Source: an optimization exercise on an open RTL-to-GDS flow (aim: small area). Production flows keep margins and buffers that such runs may drop.
Function was checked by simulation only, so behaviour that the tests miss may differ from the original.
No driver is modelled on the clock port, so clock power and skew are understated where the tree is cut down; a real chip needs a root buffer or a tree.
Power is estimated from default activity; no workload was simulated.

== job 6483 ==
==> flow/design.v (excerpt) <==
module NDigitDisplay #(
    parameter N_DIGITS=8
)(
    input  logic        clk,
    input  logic        rstn,
    input  logic        rx,
    input  logic        send,
    output logic        tx,
    output logic [7:0]  an,
    output logic [6:0]  seg
);
==> module uart_rx, before the edit <==
module uart_rx (
    input  logic       clk,
    input  logic       rst,
    input  logic       rx,
    output logic [7:0] data,
    output logic       valid
);
    localparam logic [3:0] S_IDLE = 4'd0,
                           S_START = 4'd4,
                           S_D0 = 4'd8,
                           S_D1 = 4'd9,
                           S_D2 = 4'd10,
                           S_D3 = 4'd11,
                           S_D4 = 4'd12,
                           S_D5 = 4'd13,
                           S_D6 = 4'd14,
                           S_D7 = 4'd15,
                           S_STOP = 4'd6,
                           S_DONE = 4'd2;
    logic [3:0]  st;
    logic [10:0] u;
    wire idle = (st == S_IDLE) || (st == S_DONE);
    wire term = (u[9:0] == 10'd520);
    wire kick = idle && !rx;
    wire stop = term && (st == S_STOP || (st == S_START && rx));
    assign valid = (st == S_DONE);
    logic [3:0] st_succ;    
    always_comb
        case (st)
            S_D0: st_succ = S_D1;
            S_D1: st_succ = S_D2;
            S_D2: st_succ = S_D3;
            S_D3: st_succ = S_D4;
            S_D4: st_succ = S_D5;
            S_D5: st_succ = S_D6;
            S_D6: st_succ = S_D7;
            default: st_succ = S_STOP;
        endcase
    wire in_data = !idle && (st != S_START) && (st != S_STOP);
    always_ff @(posedge clk or posedge rst) begin
        if (rst) begin
            st <= S_IDLE;
            u  <= '0;
        end else begin
            u <= {u[9] ^ stop, u[8] ^ kick, u[7:4], u[3] ^ kick ^ stop, u[2], u[1] ^ kick, u[0], u[10] ^ u[1] ^ term};
            if (idle) st <= rx ? S_IDLE : S_START;
            else if (term) begin
                if (st == S_START)     st <= rx ? S_IDLE : S_D0;
                else if (st == S_STOP) st <= S_DONE;
                else                   st <= st_succ;
            end
        end
    end
    always_ff @(posedge clk)
        if (term && in_data) data <= {rx, data[7:1]};
endmodule
==> module rxlogic_handle, before the edit <==
module rxlogic_handle (
    input  logic        clk,
    input  logic        rst,
    input  logic [7:0]  data,
    input  logic        valid,
    input  logic        adv,     
    output logic [4:0]  code     
);
    function automatic logic [4:0] enc(input logic [7:0] c);
        logic is_letter, is_digit;
        logic [4:0] lcode, dcode;
        is_letter = (c[7:5] == 3'b010) && (c[4:0] != 5'd0) && (c[4:0] <= 5'd26);
        is_digit  = (c[7:4] == 4'b0011) && (c[3:0] <= 4'd9);
        lcode = ((c[4:0] == 5'd24) ? 5'd8 : c[4:0]) ^ 5'd15;
        dcode[0] = (c[3:0] == 4'd2) | (c[3:0] == 4'd4) | (c[3:0] == 4'd7) | (c[3:0] == 4'd9);
        dcode[1] = (c[3:0] == 4'd1) | (c[3:0] == 4'd4) | (c[3:0] == 4'd6) | (c[3:0] == 4'd7) | (c[3:0] == 4'd9);
        dcode[2] = (c[3:0] == 4'd1) | (c[3:0] == 4'd2) | (c[3:0] == 4'd3) | (c[3:0] == 4'd4) | (c[3:0] == 4'd5) | (c[3:0] == 4'd7);
        dcode[3] = (c[3:0] == 4'd5) | (c[3:0] == 4'd7);
        dcode[4] = (c[3:0] == 4'd2) | (c[3:0] == 4'd3) | (c[3:0] == 4'd4) | (c[3:0] == 4'd5) | (c[3:0] == 4'd6) | (c[3:0] == 4'd8) | (c[3:0] == 4'd9);
        enc = is_letter ? lcode : is_digit ? dcode : 5'd17;
    endfunction
    logic [39:0] d;        
    logic [2:0]  rs;       
    logic [2:0]  wpos;     
    logic        pend;     
    logic        fl;       
    wire  [4:0]  wcode = enc(data);
    wire         wnow  = (valid | pend) && (wpos == 3'd7);
    function automatic logic [2:0] inc1(input logic [2:0] x);
        inc1 = {x[2] ^ (x[1] & x[0]), x[1] ^ x[0], ~x[0]};
    endfunction
    function automatic logic [2:0] inc2(input logic [2:0] x);
        inc2 = {x[2] ^ x[1], ~x[1], x[0]};
    endfunction
    always_ff @(posedge clk or posedge rst) begin
        if (rst) begin
            fl   <= 1'b1;
            rs   <= 3'd0;
            wpos <= 3'd7;
            pend <= 1'b0;
        end else begin
            if (wpos == 3'd6) fl <= 1'b0;
            pend <= (valid | pend) && !wnow;
            wpos <= wnow ? wpos : inc1(wpos);
            rs   <= adv ? inc2(rs) : inc1(rs);
        end
    end
    always_ff @(posedge clk)
        d <= {d[34:0], wnow ? wcode : (d[39:35] & {5{~fl}})};
    assign code = (pend && rs == wpos) ? wcode : (d[5*rs +: 5] & {5{~fl}});
endmodule
clock: 10.0 ns
lec_check: 0
cap_margin: 20
core_margin: 2
core_utilization: 40
slew_margin: 20
standard.sh (not shown) runs the stock make flow with config.mk's settings and CLKGATE_MAP_FILE= SYNTH_SCRIPT=/design/flow/synth_recipe.tcl, a recipe that flattens the netlist after the stock synthesis.
==> flow/flow/run.sh <==
#!/bin/bash
# Layout flow: the standard synthesis with an area-oriented ABC script
# and no adder extraction, then the standard ORFS steps with a lighter clock
# tree and minimum-size port buffers. Each step's output goes to its own log.
set -euo pipefail
F=$PWD/flow
export MY_ABC_SCRIPT=$F/abc_area.script
export FLOW_SYNTH_TCL=$PWD/synth_recipe.tcl
bash standard.sh SYNTH_SCRIPT=$F/mysynth.tcl ADDER_MAP_FILE= synth > synth.log 2>&1
export PRE_CTS_TCL=$F/mycts.tcl
bash standard.sh \
  "BUFFER_PORTS_ARGS=-buffer_cell sky130_fd_sc_hd__buf_1" \
  finish > layout.log 2>&1
Other scripts of this flow, unchanged in this note and not shown: flow/flow/abc_area.script, flow/flow/mycts.tcl, flow/flow/mysynth.tcl
## Diff of input files: job 2792 against job 6483
--- a/flow/design.v
+++ b/flow/design.v
@@ -54,53 +54,42 @@
     input  logic       clk,
     input  logic       rst,
     input  logic       rx,
     output logic [7:0] data,
     output logic       valid
 );
-    localparam logic [3:0] S_IDLE = 4'd0,
-                           S_START = 4'd4,
-                           S_D0 = 4'd8,
-                           S_D1 = 4'd9,
-                           S_D2 = 4'd10,
-                           S_D3 = 4'd11,
-                           S_D4 = 4'd12,
-                           S_D5 = 4'd13,
-                           S_D6 = 4'd14,
-                           S_D7 = 4'd15,
-                           S_STOP = 4'd6,
-                           S_DONE = 4'd2;
+    localparam logic [3:0] S_IDLE = 4'd0, S_DONE = 4'd11, S_START = 4'd1, S_STOP = 4'd10;
     logic [3:0]  st;
     logic [10:0] u;
     wire idle = (st == S_IDLE) || (st == S_DONE);
     wire term = (u[9:0] == 10'd520);
     wire kick = idle && !rx;
     wire stop = term && (st == S_STOP || (st == S_START && rx));
     assign valid = (st == S_DONE);
-    logic [3:0] st_succ;    
+    logic [3:0] st_succ;
     always_comb
         case (st)
-            S_D0: st_succ = S_D1;
-            S_D1: st_succ = S_D2;
-            S_D2: st_succ = S_D3;
-            S_D3: st_succ = S_D4;
-            S_D4: st_succ = S_D5;
-            S_D5: st_succ = S_D6;
-            S_D6: st_succ = S_D7;
-            default: st_succ = S_STOP;
+            4'd2: st_succ = 4'd3;
+            4'd3: st_succ = 4'd4;
+            4'd4: st_succ = 4'd5;
+            4'd5: st_succ = 4'd6;
+            4'd6: st_succ = 4'd7;
+            4'd7: st_succ = 4'd8;
+            4'd8: st_succ = 4'd9;
+            default: st_succ = 4'd10;
         endcase
-    wire in_data = !idle && (st != S_START) && (st != S_STOP);
+    wire in_data = (st != S_IDLE) && (st != S_DONE) && (st != S_START) && (st != S_STOP);
     always_ff @(posedge clk or posedge rst) begin
         if (rst) begin
             st <= S_IDLE;
             u  <= '0;
         end else begin
             u <= {u[9] ^ stop, u[8] ^ kick, u[7:4], u[3] ^ kick ^ stop, u[2], u[1] ^ kick, u[0], u[10] ^ u[1] ^ term};
             if (idle) st <= rx ? S_IDLE : S_START;
             else if (term) begin
-                if (st == S_START)     st <= rx ? S_IDLE : S_D0;
+                if (st == S_START)     st <= rx ? S_IDLE : 4'd2;
                 else if (st == S_STOP) st <= S_DONE;
                 else                   st <= st_succ;
             end
         end
     end
     always_ff @(posedge clk)
@@ -128,37 +117,34 @@
         enc = is_letter ? lcode : is_digit ? dcode : 5'd17;
     endfunction
     logic [39:0] d;        
     logic [2:0]  rs;       
     logic [2:0]  wpos;     
     logic        pend;     
-    logic        fl;       
     wire  [4:0]  wcode = enc(data);
     wire         wnow  = (valid | pend) && (wpos == 3'd7);
     function automatic logic [2:0] inc1(input logic [2:0] x);
         inc1 = {x[2] ^ (x[1] & x[0]), x[1] ^ x[0], ~x[0]};
     endfunction
     function automatic logic [2:0] inc2(input logic [2:0] x);
         inc2 = {x[2] ^ x[1], ~x[1], x[0]};
     endfunction
     always_ff @(posedge clk or posedge rst) begin
         if (rst) begin
-            fl   <= 1'b1;
+            d    <= '0;
             rs   <= 3'd0;
             wpos <= 3'd7;
             pend <= 1'b0;
         end else begin
-            if (wpos == 3'd6) fl <= 1'b0;
+            d    <= {d[34:0], wnow ? wcode : d[39:35]};
             pend <= (valid | pend) && !wnow;
             wpos <= wnow ? wpos : inc1(wpos);
             rs   <= adv ? inc2(rs) : inc1(rs);
         end
     end
-    always_ff @(posedge clk)
-        d <= {d[34:0], wnow ? wcode : (d[39:35] & {5{~fl}})};
-    assign code = (pend && rs == wpos) ? wcode : (d[5*rs +: 5] & {5{~fl}});
+    assign code = (pend && rs == wpos) ? wcode : d[5*rs +: 5];
 endmodule
 module NDigitDisplay #(
     parameter N_DIGITS=8
 )(
     input  logic        clk,
     input  logic        rstn,
==> run notes <==
Synthesized area ends up higher on job 2792.
Relative to job 6483, job 2792 degrades worst setup slack.
Of the two candidates, job 6483 has the better die footprint and job 2792 the worse one.
Changes observed in job 2792 relative to job 6483: met1 track demand over resource up 0.43 points; core utilization saw an increase; share of power burned in registers went down 1.3 points.
Overall routed net length (higher): job 2792
Comparing job 2792 with job 6483, the final worst hold slack came out essentially unchanged.
Changes observed in job 2792 relative to job 6483: area of all placed cells without fillers moved up, fraction of layout instances using a drive strength above 1 stayed essentially flat, total power climbed 4.0%, clock network power share lost 1.1 points.
Comparing the two runs side by side, job 2792 comes out behind job 6483 on power dissipated by switching net loads.
No run of this note takes its clock network from TritonCTS; it comes from the design's own scripts or RTL.

RTL: one of the versions met above, not the one the previous note started from.
Size in the first run: ~380 cells after synthesis.
==> module uart_rx, before the edit <==
module uart_rx (
    input  logic       clk,
    input  logic       rst,
    input  logic       rx,
    output logic [7:0] data,
    output logic       valid
);
    localparam logic [3:0] S_IDLE = 4'd0, S_DONE = 4'd11, S_START = 4'd1, S_STOP = 4'd10;
    logic [3:0]  st;
    logic [10:0] u;
    wire idle = (st == S_IDLE) || (st == S_DONE);
    wire term = (u[9:0] == 10'd520);
    wire kick = idle && !rx;
    wire stop = term && (st == S_STOP || (st == S_START && rx));
    assign valid = (st == S_DONE);
    logic [3:0] st_succ;
    always_comb
        case (st)
            4'd2: st_succ = 4'd3;
            4'd3: st_succ = 4'd4;
            4'd4: st_succ = 4'd5;
            4'd5: st_succ = 4'd6;
            4'd6: st_succ = 4'd7;
            4'd7: st_succ = 4'd8;
            4'd8: st_succ = 4'd9;
            default: st_succ = 4'd10;
        endcase
    wire in_data = (st != S_IDLE) && (st != S_DONE) && (st != S_START) && (st != S_STOP);
    always_ff @(posedge clk or posedge rst) begin
        if (rst) begin
            st <= S_IDLE;
            u  <= '0;
        end else begin
            u <= {u[9] ^ stop, u[8] ^ kick, u[7:4], u[3] ^ kick ^ stop, u[2], u[1] ^ kick, u[0], u[10] ^ u[1] ^ term};
            if (idle) st <= rx ? S_IDLE : S_START;
            else if (term) begin
                if (st == S_START)     st <= rx ? S_IDLE : 4'd2;
                else if (st == S_STOP) st <= S_DONE;
                else                   st <= st_succ;
            end
        end
    end
    always_ff @(posedge clk)
        if (term && in_data) data <= {rx, data[7:1]};
endmodule
==> module rxlogic_handle, before the edit <==
module rxlogic_handle (
    input  logic        clk,
    input  logic        rst,
    input  logic [7:0]  data,
    input  logic        valid,
    input  logic        adv,     
    output logic [4:0]  code     
);
    function automatic logic [4:0] enc(input logic [7:0] c);
        logic is_letter, is_digit;
        logic [4:0] lcode, dcode;
        is_letter = (c[7:5] == 3'b010) && (c[4:0] != 5'd0) && (c[4:0] <= 5'd26);
        is_digit  = (c[7:4] == 4'b0011) && (c[3:0] <= 4'd9);
        lcode = ((c[4:0] == 5'd24) ? 5'd8 : c[4:0]) ^ 5'd15;
        dcode[0] = (c[3:0] == 4'd2) | (c[3:0] == 4'd4) | (c[3:0] == 4'd7) | (c[3:0] == 4'd9);
        dcode[1] = (c[3:0] == 4'd1) | (c[3:0] == 4'd4) | (c[3:0] == 4'd6) | (c[3:0] == 4'd7) | (c[3:0] == 4'd9);
        dcode[2] = (c[3:0] == 4'd1) | (c[3:0] == 4'd2) | (c[3:0] == 4'd3) | (c[3:0] == 4'd4) | (c[3:0] == 4'd5) | (c[3:0] == 4'd7);
        dcode[3] = (c[3:0] == 4'd5) | (c[3:0] == 4'd7);
        dcode[4] = (c[3:0] == 4'd2) | (c[3:0] == 4'd3) | (c[3:0] == 4'd4) | (c[3:0] == 4'd5) | (c[3:0] == 4'd6) | (c[3:0] == 4'd8) | (c[3:0] == 4'd9);
        enc = is_letter ? lcode : is_digit ? dcode : 5'd17;
    endfunction
    logic [39:0] d;        
    logic [2:0]  rs;       
    logic [2:0]  wpos;     
    logic        pend;     
    wire  [4:0]  wcode = enc(data);
    wire         wnow  = (valid | pend) && (wpos == 3'd7);
    function automatic logic [2:0] inc1(input logic [2:0] x);
        inc1 = {x[2] ^ (x[1] & x[0]), x[1] ^ x[0], ~x[0]};
    endfunction
    function automatic logic [2:0] inc2(input logic [2:0] x);
        inc2 = {x[2] ^ x[1], ~x[1], x[0]};
    endfunction
    always_ff @(posedge clk or posedge rst) begin
        if (rst) begin
            d    <= '0;
            rs   <= 3'd0;
            wpos <= 3'd7;
            pend <= 1'b0;
        end else begin
            d    <= {d[34:0], wnow ? wcode : d[39:35]};
            pend <= (valid | pend) && !wnow;
            wpos <= wnow ? wpos : inc1(wpos);
            rs   <= adv ? inc2(rs) : inc1(rs);
        end
    end
    assign code = (pend && rs == wpos) ? wcode : d[5*rs +: 5];
endmodule
Settings: LEC_CHECK=0, CAP_MARGIN=20, CORE_MARGIN=2, CORE_UTILIZATION=40, SLEW_MARGIN=20; clock period 10.0 ns.
Scripts as last shown in full above: flow/flow/run.sh
Other scripts of this flow, unchanged in this note and not shown: flow/flow/abc_area.script, flow/flow/mycts.tcl, flow/flow/mysynth.tcl
Edit:
--- a/flow/design.v
+++ b/flow/design.v
@@ -58,5 +58,16 @@
     output logic       valid
 );
-    localparam logic [3:0] S_IDLE = 4'd0, S_DONE = 4'd11, S_START = 4'd1, S_STOP = 4'd10;
+    localparam logic [3:0] S_IDLE = 4'd0,
+                           S_START = 4'd4,
+                           S_D0 = 4'd8,
+                           S_D1 = 4'd9,
+                           S_D2 = 4'd10,
+                           S_D3 = 4'd11,
+                           S_D4 = 4'd12,
+                           S_D5 = 4'd13,
+                           S_D6 = 4'd14,
+                           S_D7 = 4'd15,
+                           S_STOP = 4'd6,
+                           S_DONE = 4'd2;
     logic [3:0]  st;
     logic [10:0] u;
@@ -66,17 +77,17 @@
     wire stop = term && (st == S_STOP || (st == S_START && rx));
     assign valid = (st == S_DONE);
-    logic [3:0] st_succ;
+    logic [3:0] st_succ;    
     always_comb
         case (st)
-            4'd2: st_succ = 4'd3;
-            4'd3: st_succ = 4'd4;
-            4'd4: st_succ = 4'd5;
-            4'd5: st_succ = 4'd6;
-            4'd6: st_succ = 4'd7;
-            4'd7: st_succ = 4'd8;
-            4'd8: st_succ = 4'd9;
-            default: st_succ = 4'd10;
+            S_D0: st_succ = S_D1;
+            S_D1: st_succ = S_D2;
+            S_D2: st_succ = S_D3;
+            S_D3: st_succ = S_D4;
+            S_D4: st_succ = S_D5;
+            S_D5: st_succ = S_D6;
+            S_D6: st_succ = S_D7;
+            default: st_succ = S_STOP;
         endcase
-    wire in_data = (st != S_IDLE) && (st != S_DONE) && (st != S_START) && (st != S_STOP);
+    wire in_data = !idle && (st != S_START) && (st != S_STOP);
     always_ff @(posedge clk or posedge rst) begin
         if (rst) begin
@@ -87,5 +98,5 @@
             if (idle) st <= rx ? S_IDLE : S_START;
             else if (term) begin
-                if (st == S_START)     st <= rx ? S_IDLE : 4'd2;
+                if (st == S_START)     st <= rx ? S_IDLE : S_D0;
                 else if (st == S_STOP) st <= S_DONE;
                 else                   st <= st_succ;
@@ -121,4 +132,5 @@
     logic [2:0]  wpos;     
     logic        pend;     
+    logic        fl;       
     wire  [4:0]  wcode = enc(data);
     wire         wnow  = (valid | pend) && (wpos == 3'd7);
@@ -131,10 +143,10 @@
     always_ff @(posedge clk or posedge rst) begin
         if (rst) begin
-            d    <= '0;
+            fl   <= 1'b1;
             rs   <= 3'd0;
             wpos <= 3'd7;
             pend <= 1'b0;
         end else begin
-            d    <= {d[34:0], wnow ? wcode : d[39:35]};
+            if (wpos == 3'd6) fl <= 1'b0;
             pend <= (valid | pend) && !wnow;
             wpos <= wnow ? wpos : inc1(wpos);
@@ -142,5 +154,7 @@
         end
     end
-    assign code = (pend && rs == wpos) ? wcode : d[5*rs +: 5];
+    always_ff @(posedge clk)
+        d <= {d[34:0], wnow ? wcode : (d[39:35] & {5{~fl}})};
+    assign code = (pend && rs == wpos) ? wcode : (d[5*rs +: 5] & {5{~fl}});
 endmodule
 module NDigitDisplay #(
Critical path depth shrinks by 1.
Hold slack degrades by 0.029 ns.
Die area came out lower by 3.8%.
Combinational power drops by about 18%.
Total power shrinks by about 2%.
Fmax goes up by 2.7%.
Flip-flop and latch count went up by 1.
Utilization goes down by 0.85 points.
Global-route usage goes down by 0.60 points.
Wire length fell by 4.9%.
Design area fell by 3.6%.
First-iteration DRC count fell by 32%.
Register-to-register slack gets worse by 0.02 ns.
Synthesized area falls by about 4%.
In every run of this note, the design's own scripts or RTL, not TritonCTS, make the clock network.

==> re-timing with driven ports <==
The flow's constraints put no driver on any port. The routed layouts listed below were extracted and timed again, unchanged, in two steps. Step 1 sets driving cells, clkbuf_16 on the clock port and buf_2 on the other inputs (assumed; they add their load-dependent delay and slew). Step 2 also shifts input and output timing later by t, the mid clock arrival at the registers, as if the neighbouring blocks saw the same clock. a / b / c = no drivers / after step 1 / after step 2; a / b = the first two.
| run | t (ns) | setup WS [ns] | hold slack, ns | latest minus earliest clock arrival (ns) | slew at the worst register clock pin (ns) |
|---|---|---|---|---|---|
| job 6483 | 0.243 | 6.204 / 6.164 / 6.407 | 0.351 / 0.351 / 0.351 | 0.021 / 0.022 | 0.10 / 0.10 |
| job 2792 | 0.243 | 6.189 / 6.147 / 6.390 | 0.353 / 0.353 / 0.353 | 0.019 / 0.019 | 0.10 / 0.10 |
| the first run of note 2 | 0.233 | 6.157 / 6.116 / 6.350 | 0.359 / 0.359 / 0.359 | 0.044 / 0.043 | 0.10 / 0.10 |
| the second run of note 2 | 0.249 | 6.256 / 6.216 / 6.466 | 0.330 / 0.330 / 0.330 | 0.025 / 0.025 | 0.11 / 0.11 |
After both steps every run listed still meets setup and hold.
